This design comes from an exercise in tuning for small area, a short achievable clock period and few clock cycles per item on the open sky130 flow, not from production work. RTL that was checked went through simulation tests only; none was proved equivalent to the original. No functional check of the RTL was part of run 2. Power figures rest on the tool's default switching activity, not on a simulated workload.

### design.v
module axi_lite_dut (
  input logic         clk,
  input logic         reset_n,
  input logic [31:0]  awaddr,
  input logic         awvalid,
  output logic        awready,
  input logic [31:0]  wdata,
  input logic         wvalid,
  output logic        wready,
  output logic        bvalid,
  input logic         bready,
  input logic [31:0]  araddr,
  input logic         arvalid,
  output logic        arready,
  output logic [31:0] rdata,
  output logic        rvalid,
  input logic         rready
);
  logic [31:0] mem [0:255];
  always_ff @(posedge clk or negedge reset_n) begin
    if (!reset_n) begin
      awready <= 0;
      wready  <= 0;
      bvalid  <= 0;
    end else begin
      awready <= !awready && awvalid && wvalid && !(bvalid && !bready);
      wready  <= !wready && awvalid && wvalid && !(bvalid && !bready);
      if (awvalid && awready && wvalid && wready)
        bvalid <= 1;
      if (bvalid && bready)
        bvalid <= 0;
    end
  end
  always_ff @(posedge clk) begin
    if (awvalid && awready && wvalid && wready)
      mem[awaddr[7:0]] <= wdata;
  end
  always_ff @(posedge clk or negedge reset_n) begin
    if (!reset_n) begin
      arready <= 0;
      rvalid  <= 0;
    end else begin
      arready <= !arready && arvalid && !(rvalid && !rready);
      if (arvalid && arready)
        rvalid <= 1;
      if (rvalid && rready)
        rvalid <= 0;
    end
  end
  always_ff @(posedge clk) begin
    if (arvalid && arready)
      rdata <= mem[araddr[7:0]];
  end
endmodule
### run.sh
#!/bin/bash
# synth_recipe.tcl (not shown) runs the flow's synth.tcl, then flattens the netlist and writes it again
# the make line also repeats each setting of config.mk as NAME=value (left out here)
make -C /OpenROAD-flow-scripts/flow DESIGN_CONFIG=/design/flow/config.mk WORK_HOME=/design/flow/orfs CLKGATE_MAP_FILE= SYNTH_SCRIPT=/design/flow/synth_recipe.tcl finish
### config.mk
export PLATFORM = sky130hd
export DESIGN_NAME = axi_lite_dut
export DESIGN_NICKNAME = axi_lite_dut
export VERILOG_FILES = /design/flow/design.v
export SDC_FILE = /design/flow/constraint.sdc
export NUM_CORES = 8
export LEC_CHECK = 0
export CAP_MARGIN = 20
export CORE_MARGIN = 2
export CORE_UTILIZATION = 40
export SLEW_MARGIN = 20
export SYNTH_MEMORY_MAX_BITS = 8192
### constraint.sdc
create_clock -name core_clock -period 4.5 [get_ports {clk}]
set_input_delay 0.9000 -clock core_clock [delete_from_list [all_inputs] [get_ports {clk}]]
set_output_delay 0.9000 -clock core_clock [all_outputs]
set_load 0.01 [all_outputs]
==> results of run 1 <==
==> final cells by class <==
class	count	area, um2
Clock buffer	998	21200
Timing Repair Buffer	1583	17900
Fill cell	64171	418000
Clock inverter	493	4890
Inverter	5	32.5
Multi-Input combinational cell	5575	65600
Tap cell	10496	13100
Antenna cell	27	67.6
Sequential cell	8229	247000
==> worst register-to-register path, cell delays in order, from the launching register on <==
cell      delay (ns)
edfxtp_1        0.36
mux4_2          0.48
a22o_1          0.24
a221oi_1        0.76
a221oi_1        0.26
buf_4           0.23
nor4_2          0.52
buf_4           0.21
nor4_2          0.04
==> metrics by stage <==
step | total power (uW) | cell area (um2) | hold slack (ns)
3_5_place_dp | 94400 | 344000 | 0.444
6_report | 160000 | 370000 | 0.101
3_3_place_gp | 94300 | 344000 | 0.435
4_1_cts | 160000 | 370000 | 0.0729
2_1_floorplan | 89800 | 316000 | 0.478
5_1_grt | 164000 | 370000 | 0.124
==> cells by family after synthesis <==
family,after synthesis
multiplexers,2722
AND/OR/NAND/NOR,1293
buffers and inverters,899
flip-flops,8229
AO/OA/AOI/OAI,1560
==> repair_timing <==
item,4_1_cts,5_1_grt
resized for setup,0,0
endpoints found under the setup margin,0,0
hold endpoints to repair,5,0
hold buffers,1,0
==> state kept, by name, summed over array words and instances (netlist names) <==
| signal | count |
|---|---|
| mem | 8192 |
| wready | 1 |
| rdata | 32 |
| rvalid | 1 |
| bvalid | 1 |
| awready | 1 |
| arready | 1 |
==> Yosys cell counts (all sizes together) (3+ instances only) <==
| cell type | n |
|---|---|
| mux4 | 1459 |
| mux2i | 1216 |
| o32a | 3 |
| clkbuf | 371 |
| nor3 | 192 |
| o32ai | 8 |
| nor4bb | 3 |
| and3 | 23 |
| o211ai | 105 |
| o21ai | 128 |
| nand2 | 198 |
| inv | 5 |
| a211oi | 70 |
| a221oi | 135 |
| and4b | 4 |
| nand4 | 77 |
| a22oi | 301 |
| nor3b | 3 |
| mux2 | 47 |
| nor2 | 452 |
| buf | 521 |
| and2 | 4 |
| a22o | 41 |
| a2111oi | 14 |
| a21oi | 186 |
| o22ai | 333 |
| nand2b | 14 |
| or4 | 3 |
| o221ai | 161 |
| nor4 | 192 |
| nor2b | 14 |
| and4 | 5 |
| a211o | 32 |
| o2111ai | 8 |
| nand4b | 5 |
| a311oi | 24 |
| nand3 | 74 |
| or3b | 4 |
| dfrtp | 5 |
| nor4b | 3 |
| or2 | 4 |
| edfxtp | 8224 |
| or3 | 13 |
==> path summary, 6_finish.rpt <==
kind | startpoint | end | slack [ns] | cells past startpoint
max in group asynchronous | reset_n | arready$_DFF_PN0_ | 3.78 | 2
worst max-delay path | araddr[0] | rdata[7]$_DFFE_PP_ | 0.70 | 12
worst min register to register | wready$_DFF_PN0_ | wready$_DFF_PN0_ | 0.45 | 1
worst min-delay path | wdata[22] | mem[60][22]$_DFFE_PP_ | 0.10 | 1
worst max register to register | mem[171][11]$_DFFE_PP_ | rdata[11]$_DFFE_PP_ | 1.20 | 8
min in group asynchronous | reset_n | bvalid$_DFFE_PN0P_ | 0.52 | 2
==> power by group through the flow <==
stage	Combinational (uW)	Sequential [uW]	Clock [uW]
after floorplan	3760	86000	0
final	8400	84400	67000
after global routing	8690	84400	70700
after detailed placement	8370	86100	0
after CTS	8390	84400	67700
after global placement	8270	86100	0
==> routing by layer <==
| metal | global-route usage, % | share of wire (%) |
|---|---|---|
| met1 | 32.5 | 39 |
| met3 | 4.59 | 10 |
| met4 | 8.15 | 4.2 |
| met2 | 36.1 | 46 |
| met5 | 0 | 0.0089 |
==> flow_summary.toml, run 1 <==
[synthesis]
yosysSeqAreaShare_pct = 78.2
synthFlopType = "edfxtp_1"
syn-num-nets = 14806
synth-edff-count = 8224
synth_area_um2 = 316000
synthSimpleGateAreaFrac_pct = 2.01
synthAdderAreaFrac_pct = 0
synthMuxAreaShare_pct = 14.4
synth_top_area_share_pct = 78.2
synth.area.top_cells = "edfxtp_1 (78%), mux4_2 (10%), mux2i_1 (3.9%)"
synth.distinct_cells = 76
syn_area_per_cell_um2 = 21.5
synth_seq_cells = 8229
yosys.area.top_type = "edfxtp_1"
synth_compound_area_share_pct = 3.52
yosys_warnings = 1
synth-xor-area-share_pct = 0
async_reset_ff_share_pct = 0.0608
synth_top_family_by_area = "multiplexers"
synth_cells = 14703

[placed_design]
gp_congestion = 0.874
io_buffers = 91
dp_cells = 25884
place_ws_ns = -0.296
hpwl_mm = 585

[sta]
worstMarginPinSlew_ns = 1.23
hold_violations = 0
fin_setup_tns_ns = 0
fmax_mhz = 263
finalCritPeriodShare_pct = 84.4
slew-limit-headroom_pct = 18.3
fin_skew_ns = 0.171
setup_ws_ns = 0.703
rsz0062_at_grt = "false"
setup_violations = 0
drv_slew = 0
post-route-min-period_ns = 3.80

[global_route]
grt_use_total_pct = 23.1
grt_max_degree = 128
grt_overflow_total = 0
antenna_found_initial = 69
grt_pass1_wl_mm = 1300
grt_pass1_vias = 157709

[flow_run]
cap_violations = 0

[power_and_ir_drop]
power-per-cell-area_nw_per_um2 = 432
power_frac_seq_pct = 52.8
ir_worst_vdd_mv = 0.467
p_leak_uw = 0.117
internal_power_uw = 125000
switching_share_pct = 22.0
p_switching_uw = 35100
clkPwrFrac_pct = 41.9
p_comb_share_pct = 5.3

[setup_path]
critPathBufInv = 6
path_common_cell = "buf_12"
path_cells = "buf_16, buf_12, buf_12, buf_12, mux2i_1, o221ai_1, a21oi_1, nor4_2, buf_4, nand4_1, buf_4, nor4_2"
crit_fanout = 35
start_kind = "input port"
cpLargestDelayFamily = "buffers and inverters"
cp-end-kind = "register"
slowest_delay_ns = 1.01
criticalPathCategory = "in2reg"
critical_path_arrival_ns = 4.84
crit_slowest_cell = "nor4_2"
cp.required_ns = 5.54

[clocking]
clockRootBuffer = "clkbuf_16"
cts_setup_buffers = 0
cts_sinks = 8229
path_clk_slew_ns = 0.06
htreeDepth = 6
cts_buffers = 815
clock_latency_ns = 1.21
clock_path_buffers = 4
cts_tree = "done"

[floorplanning]
die_area_um2 = 797000
ios = 140
die_w_um = 893
start_util_pct = 40.1
core_area_um2 = 788000
chipHeight_um = 893
row_count = 326

[drt]
routed_via_density = 5.95
drt_iter0_drc = 23933
totalWireLength_mm = 944
wl_per_cell_um = 34.4
drtPass1Iterations = 9
vias = 163181
drcViolationCount = 0
drtAntennaViolNets = 0

[final_layout]
final_common_cell = "edfxtp_1"
syn2layout_area_growth_pct = 17.1
post_layout_nonfiller_instances = 27406
num-nets-final = 16312
utilization_pct = 47.0
mostFrequentLayoutCells = "edfxtp_1 (8,224), mux4_2 (1,444), mux2i_1 (1,216)"
drive_above_1_share_pct = 26.9

[hold_path]
holdCritPathClass = "in2reg"

[status]
status = "complete, no violations"
Testbench counts, summed over its fixed seeds: cycles 24,645, items 16,000.
==> run 2, diff against run 1 <==
==> design.v (replaced) <==
module axi_lite_dut (
  input logic         clk,
  input logic         reset_n,
  input logic [31:0]  awaddr,
  input logic         awvalid,
  output logic        awready,
  input logic [31:0]  wdata,
  input logic         wvalid,
  output logic        wready,
  output logic        bvalid,
  input logic         bready,
  input logic [31:0]  araddr,
  input logic         arvalid,
  output logic        arready,
  output logic [31:0] rdata,
  output logic        rvalid,
  input logic         rready
);
  logic [7:0]  wb_a;
  logic [31:0] wb_d;
  logic        wb_av, wb_dv;
  logic [3:0]  bcnt;             
  logic        aw_in, w_in, commit, complete, b_take;
  logic        av_n, dv_n;
  logic [3:0]  bcnt_n;
  assign aw_in    = awvalid && awready;
  assign w_in     = wvalid && wready;
  assign commit   = wb_av && wb_dv;
  assign av_n     = aw_in || (wb_av && !commit);
  assign dv_n     = w_in  || (wb_dv && !commit);
  assign complete = av_n && dv_n;
  assign b_take   = bvalid && bready;
  assign bcnt_n   = bcnt + {3'b0, complete} - {3'b0, b_take};
  always_ff @(posedge clk or negedge reset_n) begin
    if (!reset_n) begin
      wb_av   <= 1'b0;
      wb_dv   <= 1'b0;
      bcnt    <= 4'd0;
      bvalid  <= 1'b0;
      awready <= 1'b0;
      wready  <= 1'b0;
    end else begin
      wb_av   <= av_n;
      wb_dv   <= dv_n;
      bcnt    <= bcnt_n;
      bvalid  <= bcnt_n != 4'd0;
      awready <= !(av_n && !dv_n) && bcnt_n < 4'd8;
      wready  <= !(dv_n && !av_n) && bcnt_n < 4'd8;
    end
  end
  always_ff @(posedge clk) begin
    if (aw_in) wb_a <= awaddr[7:0];
    if (w_in)  wb_d <= wdata;
  end
  logic [15:0] wh, wl;           
  logic [15:0] rh, rl;           
  logic [31:0] mem [0:255];
  logic [31:0] rsel [0:255];
  always_comb begin
    for (int i = 0; i < 16; i++) begin
      wh[i] = commit && wb_a[7:4] == i[3:0];
      wl[i] = wb_a[3:0] == i[3:0];
    end
  end
  for (genvar w = 0; w < 256; w++) begin : g_word
    always_ff @(posedge clk)
      if (wh[w/16] && wl[w%16]) mem[w] <= wb_d;
    assign rsel[w] = mem[w] & {32{rh[w/16] && rl[w%16]}};
  end
  logic [7:0]  sk_a;
  logic        sk_v;
  logic        ar_in, r_free, load;
  logic [7:0]  ra;
  logic [31:0] rword;
  assign ar_in  = arvalid && arready;
  assign r_free = !rvalid || rready;
  assign load   = r_free && (sk_v || ar_in);
  assign ra     = sk_v ? sk_a : araddr[7:0];
  always_comb begin
    for (int i = 0; i < 16; i++) begin
      rh[i] = ra[7:4] == i[3:0];
      rl[i] = ra[3:0] == i[3:0];
    end
    rword = '0;
    for (int w = 0; w < 256; w++) rword = rword | rsel[w];
  end
  always_ff @(posedge clk or negedge reset_n) begin
    if (!reset_n) begin
      rvalid  <= 1'b0;
      sk_v    <= 1'b0;
      arready <= 1'b0;
    end else begin
      if (r_free) begin
        rvalid <= sk_v || ar_in;
        sk_v   <= 1'b0;
        arready <= 1'b1;
      end else begin
        if (ar_in) sk_v <= 1'b1;
        arready <= !(sk_v || ar_in);
      end
    end
  end
  always_ff @(posedge clk) begin
    if (!r_free && ar_in) sk_a <= araddr[7:0];
    if (load) rdata <= rword;
  end
endmodule
==> run 2 against run 1 <==
  * Now fails the layout checks on setup timing
  * Sequential cell count rose by 55
  * Global-route usage rose by 5.2 points
  * Worst hold slack improved by 0.13 ns
  * Wire length rose by 18%
  * Setup slack got worse by 0.95 ns
  * Total power rose by 2.2%
==> flow_summary.toml, run 2 <==
[status]
status = "finished with violations"
so_faults = "setup timing"

[global_route]
grt_pass1_wl_mm = 1500
top_usage_layer = "met2"
antenna_found_initial = 128
grt_pass1_vias = 176853
grt_use_total_pct = 28.3
grt_max_degree = 170
grt_overflow_total = 0
grt_util_met3_pct = 8.24
grt_util_met2_pct = 41.9
grt_use_met1_pct = 37.7

[power_and_ir_drop]
clkPwrFrac_pct = 40.2
switching_share_pct = 23.1
ir_worst_vdd_mv = 0.463
p_switching_uw = 37800
p_comb_share_pct = 5.8
power-per-cell-area_nw_per_um2 = 445
total_power_uw = 163000
power_frac_seq_pct = 54.0
internal_power_uw = 126000
p_leak_uw = 0.121

[final_layout]
drive_above_1_share_pct = 22.5
final_common_cell = "edfxtp_1"
largest_reg_flops = 8192
syn2layout_area_growth_pct = 21.9
mostFrequentLayoutCells = "edfxtp_1 (8,272), a22oi_1 (2,832), buf_4 (2,253)"
n_fill_cell = 61334
utilization_pct = 48.9
num-nets-final = 19237

[floorplanning]
chipHeight_um = 872
die_w_um = 872
ios = 140
row_count = 318
core_area_um2 = 750000
start_util_pct = 40.2
die_area_um2 = 760000

[synthesis]
syn-num-nets = 16651
yosys_warnings = 3
synth_top_area_share_pct = 82.5
synth-edff-count = 8272
yosys-top-cells-count = "edfxtp_1 (8,272), a22oi_1 (2,886), clkbuf_1 (903)"
synth.distinct_cells = 57
yosysSeqAreaShare_pct = 82.6
yosysMostFrequentCell = "edfxtp_1"
yosys.area.top_type = "edfxtp_1"
syn_area_per_cell_um2 = 18.2
async_reset_ff_share_pct = 0.145
synth_area_um2 = 301000
synth_seq_cells = 8284
synth_cells = 16543
synth.area.top_cells = "edfxtp_1 (82%), a22oi_1 (7.2%), and3_1 (1.6%)"
synthFlopType = "edfxtp_1"

[drt]
vias = 188539
routed_via_density = 6.33
drtAntennaViolNets = 0
drtPass1Iterations = 10
drcViolationCount = 0
drt_iter0_drc = 35173
wl_per_cell_um = 37.4
totalWireLength_mm = 1110

[clocking]
clock_latency_ns = 1.22
cts_buffers = 801
cts_sinks = 8284
cts_tree = "done"
clock_path_buffers = 4
path_clk_slew_ns = 0.06
htreeDepth = 6
clockRootBuffer = "clkbuf_16"

[sta]
setup_violations = 11
worstMarginPinSlew_ns = 1.41
finalCritPeriodShare_pct = 105
post-route-min-period_ns = 4.74
slew-limit-headroom_pct = 6.00
fmax_mhz = 211
setup_ws_ns = -0.244
hold_violations = 0
fin_skew_ns = 0.124
rsz0062_at_grt = "true"
drv_slew = 0

[setup_path]
criticalPathCategory = "reg2reg"
critPathBufInv = 8
crit_fanout = 33
crit_slowest_cell = "nor4_1"
path_cells = "buf_12, or3_1, buf_4, buf_4, a22oi_2, buf_4, buf_4, and3_1, a2111oi_0, nand4_1, buf_4, nor4_1, buf_4, and4_1, buf_12, nand4_1"
path_common_cell = "buf_4"
slowest_delay_ns = 0.70
cpLargestDelayFamily = "simple AND/OR/NAND/NOR gates"
critical_path_arrival_ns = 5.59
start_kind = "register"
cp.required_ns = 5.35
cp-end-kind = "register"

[placed_design]
gp_congestion = 0.973
place_ws_ns = -1.84
io_buffers = 91
hpwl_mm = 732

[flow_run]
cap_violations = 0

[hold_path]
holdCritPathClass = "in2reg"
run 2: cell types whose count changed in the layout (fill, tap and decap cells not counted), moves of 636 or more:
cell / change
a22oi_1: +2531
mux4_2: -1444
mux2i_1: -1216
buf_4: +1211
and3_1: +729
nand3_1: +636
run 2: final timing paths:
kind                                        start                 end  slack, ns  depth (start not counted)
min in group asynchronous                 reset_n  rvalid$_DFFE_PN0N_       0.44                          2
worst max register to register   sk_v$_DFFE_PN0P_  rdata[7]$_DFFE_PP_      -0.24                         16
worst min register to register  bcnt[0]$_DFF_PN0_   bcnt[0]$_DFF_PN0_       0.50                          1
worst max-delay path             sk_v$_DFFE_PN0P_  rdata[7]$_DFFE_PP_      -0.24                         16
worst min-delay path                    wdata[30]  wb_d[30]$_DFFE_PP_       0.23                          1
max in group asynchronous                 reset_n     wb_dv$_DFF_PN0_       3.48                          2
run 2: logic make-up after synthesis:
group,synth area share (%)
xor+xnor,0.00873
compound gates,9.65
flops,82.6
fa+ha+maj,0.0233
simple gates,6.26
buf+inv,1.49
run 2: what timing repair did:
action,4_1_cts,5_1_grt
resized for setup,78,89
hold buffers,1,0
setup endpoints to repair,27,26
buffers inserted,6,16
endpoints found under the hold margin,12,0
pin swaps,15,17
run 2: metal layers:
layer / share of wire, % / vias up / wire length [um]
li1: - / 74707 / -
met1: 36 / 96897 / 399000
met2: 43 / 14387 / 483000
met3: 14 / 2510 / 156000
met4: 6.7 / 38 / 74900
met5: 0.049 / - / 550
run 2: layout make-up:
cell class,instances,area [um2],share of cell area [%]
multi-input cells,7128,51600,14.0
inverters,11,41.3,0.0112
clock inverters,479,4450,1.21
diodes,84,210,0.0573
well taps,9920,12400,3.38
clock buffers,972,20800,5.67
flip-flops and latches,8284,249000,67.7
repair buffers,2903,28900,7.88
run 2: worst reg2reg max path, stage by stage (launching register included):
cell and delay (ns):
dfrtp_1 0.37, buf_12 0.20, or3_1 0.29, buf_4 0.15, buf_4 0.10, a22oi_2 0.11
buf_4 0.28, buf_4 0.23, and3_1 0.18, a2111oi_0 0.67, nand4_1 0.18, buf_4 0.22
nor4_1 0.71, buf_4 0.26, and4_1 0.23, buf_12 0.15, nand4_1 0.10
run 2: power groups by stage:
stage	clock (uW)	combinational (uW)	sequential [uW]
after global routing	68600	9570	88200
after floorplan	0	1200	91600
after detailed placement	0	9100	89800
final	65600	9530	88200
after CTS	65800	9150	88200
after global placement	0	8840	89800
run 2: per-stage QoR:
step | cell area [um2] | hold slack [ns] | TNS [ns] | std cells
after global placement | 341000 | 0.482 | -45.66 | 28218
after global routing | 367000 | 0.231 | -0.361 | 29738
after CTS | 366000 | 0.181 | -0.121 | 29681
after detailed placement | 341000 | 0.499 | -44.16 | 28224
after floorplan | 301000 | 0.472 | 0 | 16543
final | 367000 | 0.230 | -0.999 | 29781
==> run 3, diff against run 2 <==
--- a/design.v
+++ b/design.v
@@ -52,56 +52,86 @@
     if (aw_in) wb_a <= awaddr[7:0];
     if (w_in)  wb_d <= wdata;
   end
-  logic [15:0] wh, wl;           
-  logic [15:0] rh, rl;           
-  logic [31:0] mem [0:255];
-  logic [31:0] rsel [0:255];
+  logic r_free;
+  assign r_free  = !rvalid || rready;
+  assign arready = r_free;
+  always_ff @(posedge clk or negedge reset_n) begin
+    if (!reset_n)
+      rvalid <= 1'b0;
+    else if (r_free)
+      rvalid <= arvalid;
+  end
+  logic [15:0]  wh, wl;          
+  logic [15:0]  rh, rl;          
+  logic [255:0] we, nwe, rs;     
   always_comb begin
     for (int i = 0; i < 16; i++) begin
       wh[i] = commit && wb_a[7:4] == i[3:0];
       wl[i] = wb_a[3:0] == i[3:0];
+      rh[i] = araddr[7:4] == i[3:0];
+      rl[i] = araddr[3:0] == i[3:0];
     end
   end
-  for (genvar w = 0; w < 256; w++) begin : g_word
-    always_ff @(posedge clk)
-      if (wh[w/16] && wl[w%16]) mem[w] <= wb_d;
-    assign rsel[w] = mem[w] & {32{rh[w/16] && rl[w%16]}};
+  logic [31:0][31:0] hit8;       
+  logic [255:0][31:0] mem;       
+  logic [255:0][31:0] mem_n;     
+  for (genvar g = 0; g < 32; g++) begin : g_grp
+    for (genvar k = 0; k < 8; k++) begin : g_w
+      localparam int W = 8 * g + k;
+      dut_and2  u_we  (.a(wh[W / 16]), .b(wl[W % 16]), .y(we[W]));
+      dut_nand2 u_nwe (.a(wh[W / 16]), .b(wl[W % 16]), .y(nwe[W]));
+      dut_and2  u_rs  (.a(rh[W / 16]), .b(rl[W % 16]), .y(rs[W]));
+      dut_ao22  u_n   (.a({32{we[W]}}), .b(wb_d), .c({32{nwe[W]}}), .d(mem[W]), .y(mem_n[W]));
+    end
+    dut_or8 u_rd (.s(rs[8*g +: 8]), .q(mem[8*g +: 8]), .y(hit8[g]));
   end
-  logic [7:0]  sk_a;
-  logic        sk_v;
-  logic        ar_in, r_free, load;
-  logic [7:0]  ra;
-  logic [31:0] rword;
-  assign ar_in  = arvalid && arready;
-  assign r_free = !rvalid || rready;
-  assign load   = r_free && (sk_v || ar_in);
-  assign ra     = sk_v ? sk_a : araddr[7:0];
-  always_comb begin
-    for (int i = 0; i < 16; i++) begin
-      rh[i] = ra[7:4] == i[3:0];
-      rl[i] = ra[3:0] == i[3:0];
-    end
-    rword = '0;
-    for (int w = 0; w < 256; w++) rword = rword | rsel[w];
+  always_ff @(posedge clk)
+    mem <= mem_n;
+  logic [15:0][31:0] l3;         
+  logic [7:0][31:0]  l4;         
+  logic [3:0][31:0]  l5;         
+  logic [1:0][31:0]  l6;         
+  logic [31:0]       rword_n;    
+  logic [31:0]       rnext;
+  for (genvar i = 0; i < 16; i++) begin : g_l3
+    dut_nor2w u (.a(hit8[2*i]), .b(hit8[2*i+1]), .y(l3[i]));
   end
-  always_ff @(posedge clk or negedge reset_n) begin
-    if (!reset_n) begin
-      rvalid  <= 1'b0;
-      sk_v    <= 1'b0;
-      arready <= 1'b0;
-    end else begin
-      if (r_free) begin
-        rvalid <= sk_v || ar_in;
-        sk_v   <= 1'b0;
-        arready <= 1'b1;
-      end else begin
-        if (ar_in) sk_v <= 1'b1;
-        arready <= !(sk_v || ar_in);
-      end
-    end
+  for (genvar i = 0; i < 8; i++) begin : g_l4
+    dut_nand2w u (.a(l3[2*i]), .b(l3[2*i+1]), .y(l4[i]));
   end
-  always_ff @(posedge clk) begin
-    if (!r_free && ar_in) sk_a <= araddr[7:0];
-    if (load) rdata <= rword;
+  for (genvar i = 0; i < 4; i++) begin : g_l5
+    dut_nor2w u (.a(l4[2*i]), .b(l4[2*i+1]), .y(l5[i]));
   end
+  for (genvar i = 0; i < 2; i++) begin : g_l6
+    dut_nand2w u (.a(l5[2*i]), .b(l5[2*i+1]), .y(l6[i]));
+  end
+  dut_nor2w u_l7 (.a(l6[0]), .b(l6[1]), .y(rword_n));
+  dut_load u_ld (.s({32{r_free}}), .wn(rword_n), .q(rdata), .y(rnext));
+  always_ff @(posedge clk)
+    rdata <= rnext;
 endmodule
+module dut_and2 (input logic a, b, output logic y);
+  assign y = a & b;
+endmodule
+module dut_nand2 (input logic a, b, output logic y);
+  assign y = ~(a & b);
+endmodule
+module dut_nor2w (input logic [31:0] a, b, output logic [31:0] y);
+  assign y = ~(a | b);
+endmodule
+module dut_nand2w (input logic [31:0] a, b, output logic [31:0] y);
+  assign y = ~(a & b);
+endmodule
+module dut_ao22 (input logic [31:0] a, b, c, d, output logic [31:0] y);
+  assign y = (a & b) | (c & d);
+endmodule
+module dut_or8 (input logic [7:0] s, input logic [7:0][31:0] q, output logic [31:0] y);
+  logic [3:0][31:0] p;
+  for (genvar i = 0; i < 4; i++) begin : g_p
+    assign p[i] = ~(({32{s[2*i]}} & q[2*i]) | ({32{s[2*i+1]}} & q[2*i+1]));
+  end
+  assign y = ~(p[0] & p[1] & p[2] & p[3]);
+endmodule
+module dut_load (input logic [31:0] s, wn, q, output logic [31:0] y);
+  assign y = (s & ~wn) | (~s & q);
+endmodule
--- a/config.mk
+++ b/config.mk
@@ -7,6 +7,11 @@
 export LEC_CHECK = 0
 export CAP_MARGIN = 20
 export CORE_MARGIN = 2
-export CORE_UTILIZATION = 40
+export CORE_UTILIZATION = 60
+export CTS_CLUSTER_DIAMETER = 80
+export CTS_CLUSTER_SIZE = 25
+export PLACE_DENSITY = 0.7
+export SETUP_SLACK_MARGIN = 1.8
 export SLEW_MARGIN = 20
+export SYNTH_HIERARCHICAL = 1
 export SYNTH_MEMORY_MAX_BITS = 8192
==> run 3 against run 2 <==
  * Now clean on timing, DRC and antenna
  * Register-to-register slack better by 1.9 ns
  * Final cell count up 11%
  * Worst hold slack got worse by 0.080 ns
  * Sequential cell count fell by 10
  * Setup slack improved by 1.8 ns
  * Critical path depth grew 4
  * Highest routed layer unchanged
==> flow_summary.toml, run 3 <==
[status]
status = "complete, no violations"

[synthesis]
synthMuxAreaShare_pct = 0.111
synth_top_family_by_area = "compound AO/OA/AOI/OAI gates"
yosysMostFrequentCell = "dfxtp_1"
syn-num-nets = 24409
synth_seq_cells = 8274
synth_compound_area_share_pct = 35.5
synth.distinct_cells = 28
async_reset_ff_share_pct = 0.121
syn_area_per_cell_um2 = 11.9
synthAdderAreaFrac_pct = 0.0242
synth_cells = 24301
synth.area.top_cells = "dfxtp_1 (57%), a22o_1 (25%), a22oi_1 (11%)"
synth_area_um2 = 289000
yosysSeqAreaShare_pct = 57.5
synth_top_area_share_pct = 57.0
synthFlopType = "dfxtp_1"
synthSimpleGateAreaFrac_pct = 5.12
yosys-top-cells-count = "dfxtp_1 (8,224), a22o_1 (8,192), a22oi_1 (4,096)"
synth-edff-count = 40
synth-xor-area-share_pct = 0.00606
yosys.area.top_type = "dfxtp_1"
yosys_warnings = 7

[global_route]
antenna_found_initial = 58
grt_overflow_total = 0
grt_pass1_vias = 235675
grt_pass1_wl_mm = 1630
grt_max_degree = 136
grt_use_total_pct = 44.2

[final_layout]
drive_above_1_share_pct = 15.5
n_fill_cell = 35259
post_layout_nonfiller_instances = 32926
mostFrequentLayoutCells = "dfxtp_1 (8,193), a22o_1 (8,192), a22oi_1 (3,817)"
seq_area_um2 = 166000
num-nets-final = 26479
syn2layout_area_growth_pct = 16.6
final_common_cell = "dfxtp_1"
multiInputGateArea_um2 = 124000
largest_reg_flops = 8192

[clocking]
cts_buffers = 379
clock_latency_ns = 1.08
ctsHoldBuffers = 0
clock_path_buffers = 4
htreeDepth = 5
path_clk_slew_ns = 0.10
cts_tree = "done"
clockRootBuffer = "clkbuf_16"
cts_sinks = 8274

[sta]
rsz0062_at_grt = "true"
fmax_mhz = 336
slew-limit-headroom_pct = 13.7
hold_violations = 0
fin_skew_ns = 0.0381
drv_slew = 0
post-route-min-period_ns = 2.97
worstMarginPinSlew_ns = 1.30
finalCritPeriodShare_pct = 66.1
setup_violations = 0

[floorplanning]
row_count = 254
die_w_um = 698
core_area_um2 = 479000
chipHeight_um = 698
ios = 140
die_area_um2 = 487000
start_util_pct = 60.3

[setup_path]
start_kind = "input port"
criticalPathCategory = "in2reg"
slowest_delay_ns = 0.31
cp.required_ns = 5.44
reg2reg_depth = 7
crit_fanout = 8
cp-end-kind = "register"
rrSetupSlack_ns = 1.70
path_cells = "buf_6, buf_12, nand2b_4, buf_8, nor2_4, buf_12, and2_4, buf_12, buf_8, a22oi_2, nand4_1, nor2_4, buf_6, nand2_4, buf_6, nor2_4, nand2_2, buf_12, nor2_4, mux2i_1"
r2r_end = "mem[6440]$_DFF_P_"
r2r-start = "wb_av$_DFF_PN0_"
crit_slowest_cell = "nor2_4"
critical_path_arrival_ns = 3.91

[placed_design]
gp_congestion = 0.942
io_buffers = 91
dp_cells = 32107
hpwl_mm = 676

[drt]
routed-wl-met3_mm = 164
drcViolationCount = 0
totalWireLength_mm = 1140
wl_met1_mm = 434
routed_via_density = 7.61
wl_per_cell_um = 34.7
routed.top_layer = "met5"
drtAntennaViolNets = 0
drtPass1Iterations = 7
drt_iter0_drc = 36605
vias = 250656
wl_met2_mm = 468

[hold_path]
holdCritPathClass = "in2async"

[power_and_ir_drop]
power-per-cell-area_nw_per_um2 = 392
p_leak_uw = 0.129
ir_worst_vdd_mv = 0.429
total_power_uw = 132000

[flow_run]
cap_violations = 0
-- run 3: critical path: cells and delay by family --
kind,cells,cell delay [ns]
buffers and inverters,9,1.20
multiplexers,1,0.06
AO/OA/AOI/OAI,1,0.17
AND/OR/NAND/NOR,9,1.48
-- run 3: worst max path at each step --
stage                       from           endpoint  cells past startpoint
6_report               araddr[0]   rdata[4]$_DFF_P_                     20
5_1_grt                araddr[0]   rdata[4]$_DFF_P_                     20
4_1_cts                araddr[3]  rdata[19]$_DFF_P_                     18
3_5_place_dp           araddr[0]   rdata[4]$_DFF_P_                     19
3_3_place_gp           araddr[0]   rdata[4]$_DFF_P_                     19
2_1_floorplan  wb_d[0]$_DFFE_PP_     mem[0]$_DFF_P_                      1
-- run 3: Yosys stat by module, one instance, submodules excluded --
module / flops+latches / copies in the design / area, um2 / cells inside
dut_load: 0 / 1 / 440 / 64
axi_lite_dut: 8274 / 1 / 167000 / 8397
dut_nor2w: 0 / 21 / 120 / 32
dut_ao22: 0 / 256 / 280 / 32
dut_nand2w: 0 / 10 / 120 / 32
dut_nand2: 0 / 256 / 3.75 / 1
dut_or8: 0 / 32 / 1320 / 184
dut_and2: 0 / 512 / 6.26 / 1
-- run 3: area by class of cell --
class / count / area share (%)
sequential: 8274 / 49.3
timing repair buffer: 2455 / 8.35
tap: 6400 / 2.38
clock buffer: 419 / 2.98
inverter: 40 / 0.0446
antenna: 70 / 0.0520
multi-input combinational: 15221 / 36.7
clock inverter: 47 / 0.161
-- run 3: cell families (layout without fill, tap and decap cells) --
| kind of cell | Yosys count | count (layout) |
|---|---|---|
| compound gates | 12293 | 12293 |
| xor+xnor | 2 | 2 |
| fa+ha+maj | 5 | 5 |
| buf+inv | 808 | 2961 |
| flops | 8274 | 8274 |
| mux | 32 | 32 |
| other cells | 0 | 70 |
| simple gates | 2887 | 2889 |
-- run 3: through the flow --
stage	instance area [um2]	utilization, %	setup WS (ns)	hold slack, ns	setup TNS (ns)
final	337000	70.3	1.53	0.150	0
after global routing	337000	70.3	1.55	0.186	0
after CTS	334000	69.6	1.67	0.123	0
after detailed placement	315000	65.8	-0.820	0.453	-16.68
after global placement	315000	65.8	-0.783	0.444	-17.79
after floorplan	289000	-	-0.174	0.440	-1429.31
-- run 3: metal layers --
layer,vias to the layer above,global-route usage (%)
li1,103913,-
met1,125142,58.9
met2,18308,62.0
met3,3267,14.6
met4,26,26.8
met5,-,0.422
-- run 3: timing repair --
item,4_1_cts,5_1_grt
cloned,49,17
endpoints found under the setup margin,7110,3451
gates resized for setup,1574,562
pin swaps,526,434
buffers inserted,155,60
-- run 3: power by group --
group	internal (uW)	switching [uW]	leakage, uW
Combinational	4210	7070	0.0570
Clock	16400	23700	0.00520
Sequential	77900	2950	0.0669
Testbench counts of run 3, summed over its fixed seeds: cycles 14,228, items 16,000.
==> run 4, diff against run 3 <==
--- a/design.v
+++ b/design.v
@@ -48,9 +48,16 @@
       wready  <= !(dv_n && !av_n) && bcnt_n < 4'd8;
     end
   end
+  logic [7:0]  a_n;
+  logic [15:0] wh, wl;           
+  assign a_n = aw_in ? awaddr[7:0] : wb_a;
   always_ff @(posedge clk) begin
     if (aw_in) wb_a <= awaddr[7:0];
     if (w_in)  wb_d <= wdata;
+    for (int i = 0; i < 16; i++) begin
+      wh[i] <= complete && a_n[7:4] == i[3:0];
+      wl[i] <= a_n[3:0] == i[3:0];
+    end
   end
   logic r_free;
   assign r_free  = !rvalid || rready;
@@ -61,51 +68,46 @@
     else if (r_free)
       rvalid <= arvalid;
   end
-  logic [15:0]  wh, wl;          
-  logic [15:0]  rh, rl;          
-  logic [255:0] we, nwe, rs;     
+  logic [15:0]  rh_n;            
+  logic [255:0] we, nwe;         
   always_comb begin
-    for (int i = 0; i < 16; i++) begin
-      wh[i] = commit && wb_a[7:4] == i[3:0];
-      wl[i] = wb_a[3:0] == i[3:0];
-      rh[i] = araddr[7:4] == i[3:0];
-      rl[i] = araddr[3:0] == i[3:0];
-    end
+    for (int i = 0; i < 16; i++)
+      rh_n[i] = araddr[7:4] != i[3:0];
   end
-  logic [31:0][31:0] hit8;       
   logic [255:0][31:0] mem;       
   logic [255:0][31:0] mem_n;     
-  for (genvar g = 0; g < 32; g++) begin : g_grp
-    for (genvar k = 0; k < 8; k++) begin : g_w
-      localparam int W = 8 * g + k;
-      dut_and2  u_we  (.a(wh[W / 16]), .b(wl[W % 16]), .y(we[W]));
-      dut_nand2 u_nwe (.a(wh[W / 16]), .b(wl[W % 16]), .y(nwe[W]));
-      dut_and2  u_rs  (.a(rh[W / 16]), .b(rl[W % 16]), .y(rs[W]));
+  logic [15:0][31:0]  cand_n;    
+  for (genvar h = 0; h < 16; h++) begin : g_grp
+    for (genvar l = 0; l < 16; l++) begin : g_w
+      localparam int W = 16 * h + l;
+      dut_and2  u_we  (.a(wh[h]), .b(wl[l]), .y(we[W]));
+      dut_nand2 u_nwe (.a(wh[h]), .b(wl[l]), .y(nwe[W]));
       dut_ao22  u_n   (.a({32{we[W]}}), .b(wb_d), .c({32{nwe[W]}}), .d(mem[W]), .y(mem_n[W]));
     end
-    dut_or8 u_rd (.s(rs[8*g +: 8]), .q(mem[8*g +: 8]), .y(hit8[g]));
+    logic [1:0][31:0] o8;        
+    logic [15:0]      rl;        
+    dut_dec4  u_rl (.a(araddr[3:0]), .y(rl));
+    dut_or8   u_r0 (.s(rl[7:0]),  .q(mem[16*h +: 8]),     .y(o8[0]));
+    dut_or8   u_r1 (.s(rl[15:8]), .q(mem[16*h + 8 +: 8]), .y(o8[1]));
+    dut_nor2w u_r2 (.a(o8[0]), .b(o8[1]), .y(cand_n[h]));
   end
   always_ff @(posedge clk)
     mem <= mem_n;
-  logic [15:0][31:0] l3;         
-  logic [7:0][31:0]  l4;         
-  logic [3:0][31:0]  l5;         
-  logic [1:0][31:0]  l6;         
-  logic [31:0]       rword_n;    
-  logic [31:0]       rnext;
-  for (genvar i = 0; i < 16; i++) begin : g_l3
-    dut_nor2w u (.a(hit8[2*i]), .b(hit8[2*i+1]), .y(l3[i]));
+  logic [7:0][31:0] m1;          
+  logic [3:0][31:0] m2;          
+  logic [1:0][31:0] m3;          
+  logic [31:0]      rword_n;     
+  logic [31:0]      rnext;
+  for (genvar i = 0; i < 8; i++) begin : g_m1
+    dut_oai22 u (.a({32{rh_n[2*i]}}), .b(cand_n[2*i]), .c({32{rh_n[2*i+1]}}), .d(cand_n[2*i+1]), .y(m1[i]));
   end
-  for (genvar i = 0; i < 8; i++) begin : g_l4
-    dut_nand2w u (.a(l3[2*i]), .b(l3[2*i+1]), .y(l4[i]));
+  for (genvar i = 0; i < 4; i++) begin : g_m2
+    dut_nor2w u (.a(m1[2*i]), .b(m1[2*i+1]), .y(m2[i]));
   end
-  for (genvar i = 0; i < 4; i++) begin : g_l5
-    dut_nor2w u (.a(l4[2*i]), .b(l4[2*i+1]), .y(l5[i]));
+  for (genvar i = 0; i < 2; i++) begin : g_m3
+    dut_nand2w u (.a(m2[2*i]), .b(m2[2*i+1]), .y(m3[i]));
   end
-  for (genvar i = 0; i < 2; i++) begin : g_l6
-    dut_nand2w u (.a(l5[2*i]), .b(l5[2*i+1]), .y(l6[i]));
-  end
-  dut_nor2w u_l7 (.a(l6[0]), .b(l6[1]), .y(rword_n));
+  dut_nor2w u_m4 (.a(m3[0]), .b(m3[1]), .y(rword_n));
   dut_load u_ld (.s({32{r_free}}), .wn(rword_n), .q(rdata), .y(rnext));
   always_ff @(posedge clk)
     rdata <= rnext;
@@ -125,6 +127,13 @@
 module dut_ao22 (input logic [31:0] a, b, c, d, output logic [31:0] y);
   assign y = (a & b) | (c & d);
 endmodule
+module dut_oai22 (input logic [31:0] a, b, c, d, output logic [31:0] y);
+  assign y = ~((a | b) & (c | d));
+endmodule
+module dut_dec4 (input logic [3:0] a, output logic [15:0] y);
+  always_comb
+    for (int i = 0; i < 16; i++) y[i] = a == i[3:0];
+endmodule
 module dut_or8 (input logic [7:0] s, input logic [7:0][31:0] q, output logic [31:0] y);
   logic [3:0][31:0] p;
   for (genvar i = 0; i < 4; i++) begin : g_p
--- a/config.mk
+++ b/config.mk
@@ -7,11 +7,11 @@
 export LEC_CHECK = 0
 export CAP_MARGIN = 20
 export CORE_MARGIN = 2
-export CORE_UTILIZATION = 60
+export CORE_UTILIZATION = 78
 export CTS_CLUSTER_DIAMETER = 80
 export CTS_CLUSTER_SIZE = 25
-export PLACE_DENSITY = 0.7
-export SETUP_SLACK_MARGIN = 1.8
+export PLACE_DENSITY = 0.86
+export SETUP_SLACK_MARGIN = 1.85
 export SLEW_MARGIN = 20
 export SYNTH_HIERARCHICAL = 1
 export SYNTH_MEMORY_MAX_BITS = 8192
==> run 4 against run 3 <==
  * Now fails the layout checks on slew limit
  * Sequential cell count up 32
  * Synthesized area grew 1.5%
  * Via count increased by 5.1%
  * Combinational power up 47%
  * First-iteration DRC count rose by 38%
  * Setup slack worse by 0.43 ns
  * Clock skew decreased by 0.0053 ns
  * Global-route usage grew 11 points
  * Register-to-register slack better by 0.04 ns
  * Wire length is 0.70% lower
  * Clock power down 4%
==> flow_summary.toml, run 4 <==
[status]
status = "finished with violations"
so_faults = "slew limit"

[drt]
totalWireLength_mm = 1140
wl_per_cell_um = 37.0
drtPass1Iterations = 13
routed_via_density = 8.57
vias = 263342
drcViolationCount = 0
drt_iter0_drc = 50416
drtAntennaViolNets = 0

[sta]
setup_ws_ns = 1.10
fin_setup_tns_ns = 0
fmax_mhz = 294
worstMarginPinSlew_ns = 1.54
fin_skew_ns = 0.0328
slew-limit-headroom_pct = -2.88
post-route-min-period_ns = 3.40
drv_slew = 37
setup_violations = 0
finalCritPeriodShare_pct = 75.6
hold_violations = 0
rsz0062_at_grt = "true"

[clocking]
ctsHoldBuffers = 0
clockRootBuffer = "clkbuf_16"
cts_buffers = 370
cts_sinks = 8306
htreeDepth = 5
clock_path_buffers = 4
path_clk_slew_ns = 0.10
clock_latency_ns = 1.07
cts_tree = "done"

[final_layout]
largest_reg_flops = 8192
mostFrequentLayoutCells = "dfxtp_1 (8,217), a22o_1 (8,192), a22oi_1 (4,009)"
syn2layout_area_growth_pct = 10.6
drive_above_1_share_pct = 10.9
n_fill_cell = 19020
num-nets-final = 25642
final_common_cell = "dfxtp_1"
utilization_pct = 86.5

[placed_design]
io_buffers = 91
gp_congestion = 0.977
place_ws_ns = -0.441
hpwl_mm = 620

[synthesis]
async_reset_ff_share_pct = 0.120
yosys_warnings = 8
synthFlopType = "dfxtp_1"
synth_seq_cells = 8306
syn-num-nets = 24541
synth_top_area_share_pct = 56.4
synth_cells = 24433
syn_area_per_cell_um2 = 12.0
yosysSeqAreaShare_pct = 56.8
yosys.area.top_type = "dfxtp_1"
synth.area.top_cells = "dfxtp_1 (56%), a22o_1 (24%), a22oi_1 (10%)"
synth.distinct_cells = 42
yosys-top-cells-count = "dfxtp_1 (8,264), a22o_1 (8,192), a22oi_1 (4,097)"
yosysMostFrequentCell = "dfxtp_1"
synth_area_um2 = 293000
synth-edff-count = 32

[floorplanning]
core_area_um2 = 375000
start_util_pct = 78.2
chipHeight_um = 617
ios = 140
die_area_um2 = 381000
row_count = 225
die_w_um = 617

[hold_path]
holdCritPathClass = "in2async"

[setup_path]
crit_fanout = 9
cp.required_ns = 5.41
critical_path_arrival_ns = 4.32
start_kind = "input port"
cp-end-kind = "register"
criticalPathCategory = "in2reg"

[global_route]
antenna_found_initial = 78
grt_pass1_vias = 246845
grt_pass1_wl_mm = 1610
grt_use_total_pct = 55.4
grt_overflow_total = 0
grt_max_degree = 160

[power_and_ir_drop]
ir_worst_vdd_mv = 0.438
power-per-cell-area_nw_per_um2 = 431
p_leak_uw = 0.121

[flow_run]
cap_violations = 0
-- run 4: final timing paths --
path	from	to	slack [ns]	cells past startpoint
worst max-delay path	araddr[0]	rdata[5]$_DFF_P_	1.10	15
worst min-delay path	reset_n	rvalid$_DFFE_PN0P_	0.15	1
worst max register to register	wl[11]$_DFF_P_	mem[3961]$_DFF_P_	1.74	4
worst min register to register	mem[244]$_DFF_P_	mem[244]$_DFF_P_	0.47	1
max in group asynchronous	reset_n	awready$_DFF_PN0_	3.99	1
min in group core_clock	arvalid	rvalid$_DFFE_PN0P_	0.39	2
-- run 4: logic make-up after synthesis --
family	synth area share (%)
xor+xnor	0.00597
buf+inv	2.03
flops	56.8
mux	0.109
compound gates	35.6
fa+ha+maj	0.0307
simple gates	5.41
-- run 4: metal layers --
metal	global-route usage (%)	routed length, um
met3	22.6	197000
met5	0.316	945
met1	66.9	367000
met4	50.6	125000
met2	75.2	447000
-- run 4: metrics by stage --
step / instances / hold WS (ns) / cell area (um2) / total power [uW]
floorplan: 24433 / 0.440 / 293000 / 92900
global placement: 29910 / 0.452 / 306000 / 99000
detailed placement: 29915 / 0.453 / 306000 / 99900
CTS: 30448 / 0.168 / 321000 / 137000
global route: 30602 / 0.220 / 324000 / 142000
finish: 30720 / 0.152 / 324000 / 140000
-- run 4: report_power, final --
group / switching (uW) / total (uW) / leakage (uW) / internal, uW
clock: 23100 / 38400 / 0.00478 / 15300
sequential: 4830 / 84800 / 0.0671 / 79900
combinational: 10400 / 16600 / 0.0489 / 6190
total: 38300 / 140000 / 0.121 / 101000
-- run 4: final cells by class --
class	count	area (um2)	area share (%)
sequential	8306	167000	51.4
antenna	162	405	0.125
inverter	44	165	0.0509
clock inverter	12	134	0.0413
multi-input combinational	15259	125000	38.5
tap	4994	6250	1.93
timing repair buffer	1553	16000	4.94
clock buffer	390	9590	2.96
-- run 4: critical path: stages --
cell and delay [ns]:
buf_16 0.20, buf_12 0.20, buf_16 0.22, buf_16 0.18
buf_12 0.11, and4bb_4 0.28, buf_4 0.16, a22oi_1 0.21
nand4_1 0.70, nor2_4 0.42, o22ai_4 0.13, nor2_4 0.27
nand2_1 0.10, nor2_1 0.09, mux2i_1 0.08
-- run 4: Yosys stat by module (local to each module, per instance) --
module,copies in the design,flip-flops and latches,area [um2]
axi_lite_dut,1,8306,168000
dut_or8,32,0,1320
dut_ao22,256,0,280
dut_and2,256,0,6.26
dut_nand2w,2,0,120
dut_load,1,0,440
dut_nand2,256,0,3.75
dut_nor2w,21,0,120
dut_oai22,8,0,200
dut_dec4,16,0,277
-- run 4: what timing repair did --
action,4_1_cts,5_1_grt
pin swaps,189,297
setup endpoints to repair,141,461
endpoints found under the hold margin,0,0
cloned,33,26
buffers inserted,98,80
gates resized for setup,923,479
Testbench counts of run 4, summed over its fixed seeds: cycles 14,228, items 16,000.
==> run 5, diff against run 4 <==
--- a/design.v
+++ b/design.v
@@ -31,7 +31,7 @@
   assign complete = av_n && dv_n;
   assign b_take   = bvalid && bready;
   assign bcnt_n   = bcnt + {3'b0, complete} - {3'b0, b_take};
-  always_ff @(posedge clk or negedge reset_n) begin
+  always_ff @(posedge clk) begin
     if (!reset_n) begin
       wb_av   <= 1'b0;
       wb_dv   <= 1'b0;
@@ -62,7 +62,7 @@
   logic r_free;
   assign r_free  = !rvalid || rready;
   assign arready = r_free;
-  always_ff @(posedge clk or negedge reset_n) begin
+  always_ff @(posedge clk) begin
     if (!reset_n)
       rvalid <= 1'b0;
     else if (r_free)
--- a/config.mk
+++ b/config.mk
@@ -7,11 +7,11 @@
 export LEC_CHECK = 0
 export CAP_MARGIN = 20
 export CORE_MARGIN = 2
-export CORE_UTILIZATION = 78
+export CORE_UTILIZATION = 64
 export CTS_CLUSTER_DIAMETER = 80
 export CTS_CLUSTER_SIZE = 25
-export PLACE_DENSITY = 0.86
-export SETUP_SLACK_MARGIN = 1.85
+export PLACE_DENSITY = 0.74
+export SETUP_SLACK_MARGIN = 2.0
 export SLEW_MARGIN = 20
 export SYNTH_HIERARCHICAL = 1
 export SYNTH_MEMORY_MAX_BITS = 8192
==> run 5 against run 4 <==
  * Now clean on timing, DRC and antenna
  * Cell area up 0.89%
  * Clock power rose by 3%
  * Clock skew rose by 0.0058 ns
  * Non-clock buffer count up 8
  * Sequential power decreased by 8.5%
  * Critical path depth is the same
  * Synthesized cell count about the same
  * Critical path type unchanged
  * Largest cell class unchanged
  * Highest routed layer unchanged
==> flow_summary.toml, run 5 <==
[drt]
routed_via_density = 7.92
wl_per_cell_um = 36.2
vias = 250867
drtPass1Iterations = 9
drt_iter0_drc = 38289
totalWireLength_mm = 1150
drtAntennaViolNets = 0
drcViolationCount = 0

[synthesis]
yosysMostFrequentCell = "dfxtp_1"
synth_cells = 24439
syn-num-nets = 24547
yosysSeqAreaShare_pct = 56.8
yosys.area.top_type = "dfxtp_1"
synth.distinct_cells = 45
synth_seq_cells = 8306
syn_area_per_cell_um2 = 12.0
yosys_warnings = 8
synthFlopType = "dfxtp_1"
synth_top_area_share_pct = 56.5
yosys-top-cells-count = "dfxtp_1 (8,274), a22o_1 (8,192), a22oi_1 (4,096)"
synth.area.top_cells = "dfxtp_1 (56%), a22o_1 (24%), a22oi_1 (10%)"
synth-edff-count = 32
async_reset_ff_share_pct = 0
synth_area_um2 = 293000

[sta]
fin_skew_ns = 0.0386
rsz0062_at_grt = "true"
finalCritPeriodShare_pct = 67.5
drv_slew = 0
fmax_mhz = 329
slew-limit-headroom_pct = 6.10
worstMarginPinSlew_ns = 1.41
hold_violations = 0
fin_setup_tns_ns = 0
post-route-min-period_ns = 3.04
setup_violations = 0

[final_layout]
drive_above_1_share_pct = 11.2
post_layout_nonfiller_instances = 31676
num-nets-final = 25654
final_common_cell = "dfxtp_1"
stdcell_area_um2 = 327000
mostFrequentLayoutCells = "dfxtp_1 (8,216), a22o_1 (8,192), a22oi_1 (3,980)"
largest_reg_flops = 8192
syn2layout_area_growth_pct = 11.6
utilization_pct = 71.7

[clocking]
htreeDepth = 5
cts_buffers = 377
clock_path_buffers = 4
ctsHoldBuffers = 0
cts_sinks = 8306
path_clk_slew_ns = 0.10
clockRootBuffer = "clkbuf_16"
clock_latency_ns = 1.10
cts_tree = "done"

[hold_path]
holdCritPathClass = "in2reg"

[setup_path]
start_kind = "input port"
slowest_delay_ns = 0.50
cp.required_ns = 5.44
criticalPathCategory = "in2reg"
crit_slowest_cell = "nand4_1"
path_cells = "buf_16, buf_16, buf_16, buf_12, buf_16, and4bb_4, clkbuf_16, a22oi_1, nand4_1, nor2_4, o22ai_2, nor2_2, nand2_1, nor2_1, mux2i_1"
cp-end-kind = "register"
path_common_cell = "buf_16"
critical_path_arrival_ns = 3.98
crit_fanout = 8

[global_route]
grt_use_total_pct = 46.8
grt_max_degree = 137
grt_pass1_wl_mm = 1640
grt_overflow_total = 0
grt_pass1_vias = 234404
antenna_found_initial = 50

[floorplanning]
die_w_um = 681
ios = 140
start_util_pct = 64.3
die_area_um2 = 464000
row_count = 248
chipHeight_um = 681
core_area_um2 = 456000

[placed_design]
io_buffers = 91
dp_cells = 30952
placed_area_um2 = 309000
gp_congestion = 1.09
hpwl_mm = 643

[power_and_ir_drop]
p_switching_uw = 32900
internal_power_uw = 94900
ir_worst_vdd_mv = 0.426
switching_share_pct = 25.7
power-per-cell-area_nw_per_um2 = 390
power_frac_seq_pct = 60.8
p_leak_uw = 0.121
clkPwrFrac_pct = 31.0
p_comb_share_pct = 8.2

[flow_run]
cap_violations = 0

[status]
status = "complete, no violations"
run 5: changes by cell type in the layout (fill, tap and decap cells not counted), moves of 17 or more:
cell and delta:
and2_2 +39, diode_2 -107, o22ai_2 +17, and2_1 -43, buf_12 +101, a22oi_2 +28, o22ai_4 -17, nor2_4 -26
buf_4 -64, buf_16 +21, a22oi_1 -29, a211oi_1 -19, nor2_2 -27, nor2_1 +72
run 5: per-layer routing:
metal  GRT usage, %  share of wire, %  vias up
met2           64.2                40    19371
met5              0             0.062        -
met4           34.5               8.5       34
met1           60.9                37   124568
li1               -                 -   103364
met3           16.1                15     3530
run 5: cells by family (layout without fill, tap and decap cells):
group | Yosys count | in the layout | synth area share (%)
buffers and inverters | 881 | 2059 | 2.03
AOI/OAI and AO/OA | 12572 | 12572 | 35.6
xor gates and xnor gates | 3 | 3 | 0.00896
other | 0 | 55 | 0
adders and majority gates | 6 | 6 | 0.0273
and+or+nand+nor | 2639 | 2643 | 5.44
muxes | 32 | 32 | 0.109
DFF | 8306 | 8306 | 56.8
run 5: layout make-up:
type / count / area, um2
flip-flops and latches: 8306 / 167000
fillers: 32528 / 129000
multi-input cells: 15256 / 125000
clock buffers: 417 / 9940
clock inverters: 37 / 429
repair buffers: 1561 / 17800
inverters: 44 / 165
diodes: 55 / 138
well taps: 6000 / 7510
run 5: stage by stage:
step	setup slack [ns]	hold WS (ns)	total power (uW)
6_report	1.46	0.348	128000
5_1_grt	1.56	0.370	130000
4_1_cts	1.75	0.348	126000
3_5_place_dp	-0.263	0.453	88000
3_3_place_gp	-0.245	0.452	87700
2_1_floorplan	-0.174	0.440	83000
run 5: power groups by stage:
stage | Combinational, uW | Clock, uW | Sequential [uW]
after floorplan | 3240 | 0 | 79700
after global placement | 8380 | 0 | 79300
after detailed placement | 8600 | 0 | 79400
after CTS | 9410 | 39400 | 77600
after global routing | 10400 | 41900 | 77800
final | 10500 | 39700 | 77600
run 5: final timing paths:
kind	start	to	slack, ns	cells past startpoint
worst min register to register	mem[5618]$_DFF_P_	mem[5618]$_DFF_P_	0.48	1
worst max-delay path	araddr[2]	rdata[9]$_DFF_P_	1.46	15
worst min-delay path	wdata[29]	wb_d[29]$_DFFE_PP_	0.35	1
worst max register to register	wl[15]$_DFF_P_	mem[1512]$_DFF_P_	1.82	3
run 5: per-module statistics from Yosys, one instance, submodules excluded:
module / copies in the design / flip-flops and latches / cells inside
dut_nand2: 256 / 0 / 1
dut_dec4: 16 / 0 / 20
dut_nand2w: 2 / 0 / 32
dut_or8: 32 / 0 / 184
dut_oai22: 8 / 0 / 32
dut_load: 1 / 0 / 64
dut_ao22: 256 / 0 / 32
axi_lite_dut: 1 / 8306 / 8471
dut_and2: 256 / 0 / 1
dut_nor2w: 21 / 0 / 32
run 5: what timing repair did:
| item | CTS | global route |
|---|---|---|
| setup endpoints to repair | 794 | 781 |
| pin swaps | 341 | 238 |
| gates resized for setup | 1161 | 182 |
| setup buffers | 98 | 47 |
| cloned | 61 | 9 |
run 5: critical path: cells and delay by family:
family | cells | cell delay (ns)
simple gates | 6 | 1.52
mux | 1 | 0.08
compound gates | 2 | 0.35
buf+inv | 6 | 1.01
Testbench counts of run 5, summed over its fixed seeds: cycles 14,228, items 16,000.
==> run 6, diff against run 5 <==
==> config.mk (replaced) <==
export PLATFORM = sky130hd
export DESIGN_NAME = axi_lite_dut
export DESIGN_NICKNAME = axi_lite_dut
export VERILOG_FILES = /design/flow/design.v
export SDC_FILE = /design/flow/constraint.sdc
export NUM_CORES = 8
export LEC_CHECK = 0
export CAP_MARGIN = 55
export CORE_MARGIN = 2
export CORE_UTILIZATION = 60
export CTS_CLUSTER_DIAMETER = 80
export CTS_CLUSTER_SIZE = 25
export PLACE_DENSITY = 0.7
export SETUP_SLACK_MARGIN = 2.0
export SLEW_MARGIN = 20
export SYNTH_HIERARCHICAL = 1
export SYNTH_MEMORY_MAX_BITS = 8192
export TNS_END_PERCENT = 10
==> run 6 against run 5 <==
  * Still clean on timing, DRC and antenna
  * Synthesized cell count unchanged
  * Total power rose by 0.52%
  * Synthesized area is the same
  * First-iteration DRC count fell by 3.5%
  * Global-route usage is 3.9 points lower
  * Clock-buffer cell count is 15 higher
  * Largest power group unchanged
==> flow_summary.toml, run 6 <==
[status]
status = "complete, no violations"

[setup_path]
slowest_delay_ns = 0.41
path_cells = "buf_16, buf_16, buf_16, buf_16, nor4_4, buf_6, buf_4, a22oi_1, nand4_1, nor2_1, o22ai_1, nor2_1, buf_4, nand2_1, nor2_1, mux2i_1"
crit_slowest_cell = "nand4_1"
crit_fanout = 11
cp-end-kind = "register"
r2r-start = "wready$_SDFF_PN0_"
critical_path_arrival_ns = 3.96
path_common_cell = "buf_16"
criticalPathCategory = "in2reg"
setup.worst_path.start = "araddr[1]"
cp.required_ns = 5.44
r2r_end = "bvalid$_SDFF_PN0_"
rrSetupSlack_ns = 1.90
start_kind = "input port"
reg2reg_depth = 10

[placed_design]
io_buffers = 91
dp_cells = 31713
gp_congestion = 0.946
hpwl_mm = 680

[floorplanning]
ios = 140
core_area_um2 = 487000
chipHeight_um = 703
die_area_um2 = 494000
row_count = 256
start_util_pct = 60.3
die_w_um = 703

[final_layout]
largest_reg_flops = 8192
mostFrequentLayoutCells = "dfxtp_1 (8,224), a22o_1 (8,192), a22oi_1 (4,029)"
drive_above_1_share_pct = 11.4
final_common_cell = "dfxtp_1"
syn2layout_area_growth_pct = 12.4
utilization_pct = 67.8
post_layout_nonfiller_instances = 32376
num-nets-final = 25883

[sta]
finalCritPeriodShare_pct = 67.1
rsz0062_at_grt = "true"
post-route-min-period_ns = 3.02
slew-limit-headroom_pct = 13.0
setup_violations = 0
hold_violations = 0
fin_skew_ns = 0.0450
worstMarginPinSlew_ns = 1.31
drv_slew = 0
fmax_mhz = 331

[power_and_ir_drop]
internal_power_uw = 95500
power_frac_seq_pct = 60.3
clkPwrFrac_pct = 31.6
p_comb_share_pct = 8.1
switching_share_pct = 25.7
ir_worst_vdd_mv = 0.473
power-per-cell-area_nw_per_um2 = 390
p_leak_uw = 0.123
p_switching_uw = 33000

[global_route]
grt_use_total_pct = 42.9
grt_max_degree = 129
grt_pass1_wl_mm = 1610
grt_overflow_total = 0
antenna_found_initial = 47
grt_pass1_vias = 230551

[drt]
drt_iter0_drc = 36961
vias = 248511
routed_via_density = 7.68
totalWireLength_mm = 1120
drcViolationCount = 0
wl_per_cell_um = 34.6
drtAntennaViolNets = 0
drtPass1Iterations = 7

[synthesis]
syn_area_per_cell_um2 = 12.0
yosysMostFrequentCell = "dfxtp_1"
yosys_warnings = 8
synth_top_area_share_pct = 56.5
async_reset_ff_share_pct = 0
yosys-top-cells-count = "dfxtp_1 (8,274), a22o_1 (8,192), a22oi_1 (4,096)"
synth_seq_cells = 8306
syn-num-nets = 24547
synth-edff-count = 32
yosysSeqAreaShare_pct = 56.8
synth_cells = 24439
synth.area.top_cells = "dfxtp_1 (56%), a22o_1 (24%), a22oi_1 (10%)"
synthFlopType = "dfxtp_1"
synth_area_um2 = 293000
synth.distinct_cells = 45
yosys.area.top_type = "dfxtp_1"

[clocking]
ctsHoldBuffers = 0
path_clk_slew_ns = 0.10
clockRootBuffer = "clkbuf_16"
clock_latency_ns = 1.07
cts_tree = "done"
cts_buffers = 385
cts_sinks = 8306
clock_path_buffers = 4
htreeDepth = 5

[hold_path]
hold_end = "wb_d[31]$_DFFE_PP_"
worstHoldStart = "wdata[31]"
holdCritPathClass = "in2reg"
whs_path_depth = 1

[flow_run]
cap_violations = 0
[run 6: cell counts after synthesis]
Identical to the previous run, type by type.
[run 6: per-module statistics from Yosys, one instance, submodules excluded]
module / times used / cells inside
axi_lite_dut: 1 / 8471
dut_and2: 256 / 1
dut_ao22: 256 / 32
dut_dec4: 16 / 20
dut_load: 1 / 64
dut_nand2: 256 / 1
dut_nand2w: 2 / 32
dut_nor2w: 21 / 32
dut_oai22: 8 / 32
dut_or8: 32 / 184
[run 6: power by group through the flow]
stage               combinational [uW]  clock, uW  sequential (uW)
global placement                  8400          0            79500
CTS                               9800      40500            77300
floorplan                         3240          0            79700
global route                     10500      42900            77600
detailed placement                9480          0            79000
finish                           10400      40600            77400
[run 6: routing by layer]
layer | share of wire, % | vias to the layer above | track usage (%) | wire [um]
li1 | - | 103802 | - | -
met4 | 6.7 | 37 | 24.9 | 75200
met1 | 39 | 124567 | 58.9 | 437000
met5 | 0.027 | - | 0.107 | 307
met3 | 14 | 2711 | 12.6 | 152000
met2 | 41 | 17394 | 59.9 | 455000
[run 6: final cells by class]
class,instances,area [um2]
flip-flops and latches,8306,167000
fillers,36773,157000
multi-input cells,15252,123000
repair buffers,1786,20300
clock buffers,432,10200
well taps,6450,8070
clock inverters,62,703
inverters,44,165
diodes,44,110
[run 6: kinds of logic after synthesis]
group / count (synthesis) / share of synthesized area [%]
AO/OA/AOI/OAI: 12572 / 35.6
flip-flops: 8306 / 56.8
buffers and inverters: 881 / 2.03
XOR/XNOR: 3 / 0.00896
AND/OR/NAND/NOR: 2639 / 5.44
multiplexers: 32 / 0.109
adder cells (fa/ha/maj): 6 / 0.0273
[run 6: critical path, delay by kind of cell]
family / cells / cell delay (ns)
multiplexers: 1 / 0.07
AND/OR/NAND/NOR: 6 / 1.08
AO/OA/AOI/OAI: 2 / 0.46
buffers and inverters: 7 / 1.40
[run 6: what timing repair did]
action | in CTS | in global routing
setup buffers | 61 | 24
resized for setup | 767 | 171
cloned | 30 | 8
pin swaps | 192 | 137
setup endpoints to repair | 70 | 96
[run 6: stage by stage]
| stage | TNS, ns | cell area (um2) | hold slack [ns] | power, uW | setup WS [ns] |
|---|---|---|---|---|---|
| finish | 0 | 330000 | 0.374 | 128000 | 1.48 |
| global route | 0 | 330000 | 0.380 | 131000 | 1.59 |
| CTS | 0 | 329000 | 0.336 | 128000 | 1.75 |
| detailed placement | -0.235 | 314000 | 0.453 | 88500 | -0.121 |
| global placement | -0.939 | 309000 | 0.452 | 87900 | -0.179 |
| floorplan | -1429.31 | 293000 | 0.440 | 83000 | -0.174 |
[run 6: worst max-delay path by stage]
stage	end	slack [ns]	cells past startpoint
2_1_floorplan	mem[0]$_DFF_P_	-0.17	1
5_1_grt	rdata[8]$_DFF_P_	1.59	16
3_3_place_gp	rdata[11]$_DFF_P_	-0.18	11
6_report	rdata[7]$_DFF_P_	1.48	16
3_5_place_dp	rdata[14]$_DFF_P_	-0.12	14
4_1_cts	rdata[22]$_DFF_P_	1.75	15

-- static timing again, ports no longer ideal --
No port has a modelled driver above. Below, the same layouts with a new extraction and two added sets of constraints. Step 1 sets driving cells, clkbuf_16 on the clock port and buf_2 on the other inputs (assumed; they add their load-dependent delay and slew). Step 2 adds t to the input delays and takes it off the output delays; t is the mean of the earliest and latest rising clock arrival at the registers after step 1. Input paths then give back, and output paths get back, about the clock's delay inside the block. Slacks: ideal / step 1 / step 2; pairs: ideal / step 1.
run | t (ns) | slack for setup (ns) | worst setup path at the end | slew at the worst register clock pin (ns) | worst slew at a driven data input, ns
run 1 | 1.275 | 0.703 / 0.765 / -0.509 | input to register | 0.07 / 0.07 | 0.29
run 2 | 1.321 | -0.244 / -0.244 / -1.395 | input to register | 0.07 / 0.07 | 0.35
run 3 | 1.198 | 1.526 / 1.543 / 0.345 | input to register | 0.11 / 0.11 | 0.20
run 4 | 1.181 | 1.097 / 0.877 / -0.305 | input to register | 0.11 / 0.11 | 0.45
run 5 | 1.185 | 1.463 / 1.205 / 0.020 | input to register | 0.11 / 0.11 | 0.49
run 6 | 1.178 | 1.479 / 1.162 / -0.016 | input to register | 0.11 / 0.11 | 0.58
The setup slack of run 6, which loses most, moves by -0.317 ns with the drivers and by -1.495 ns with both steps.
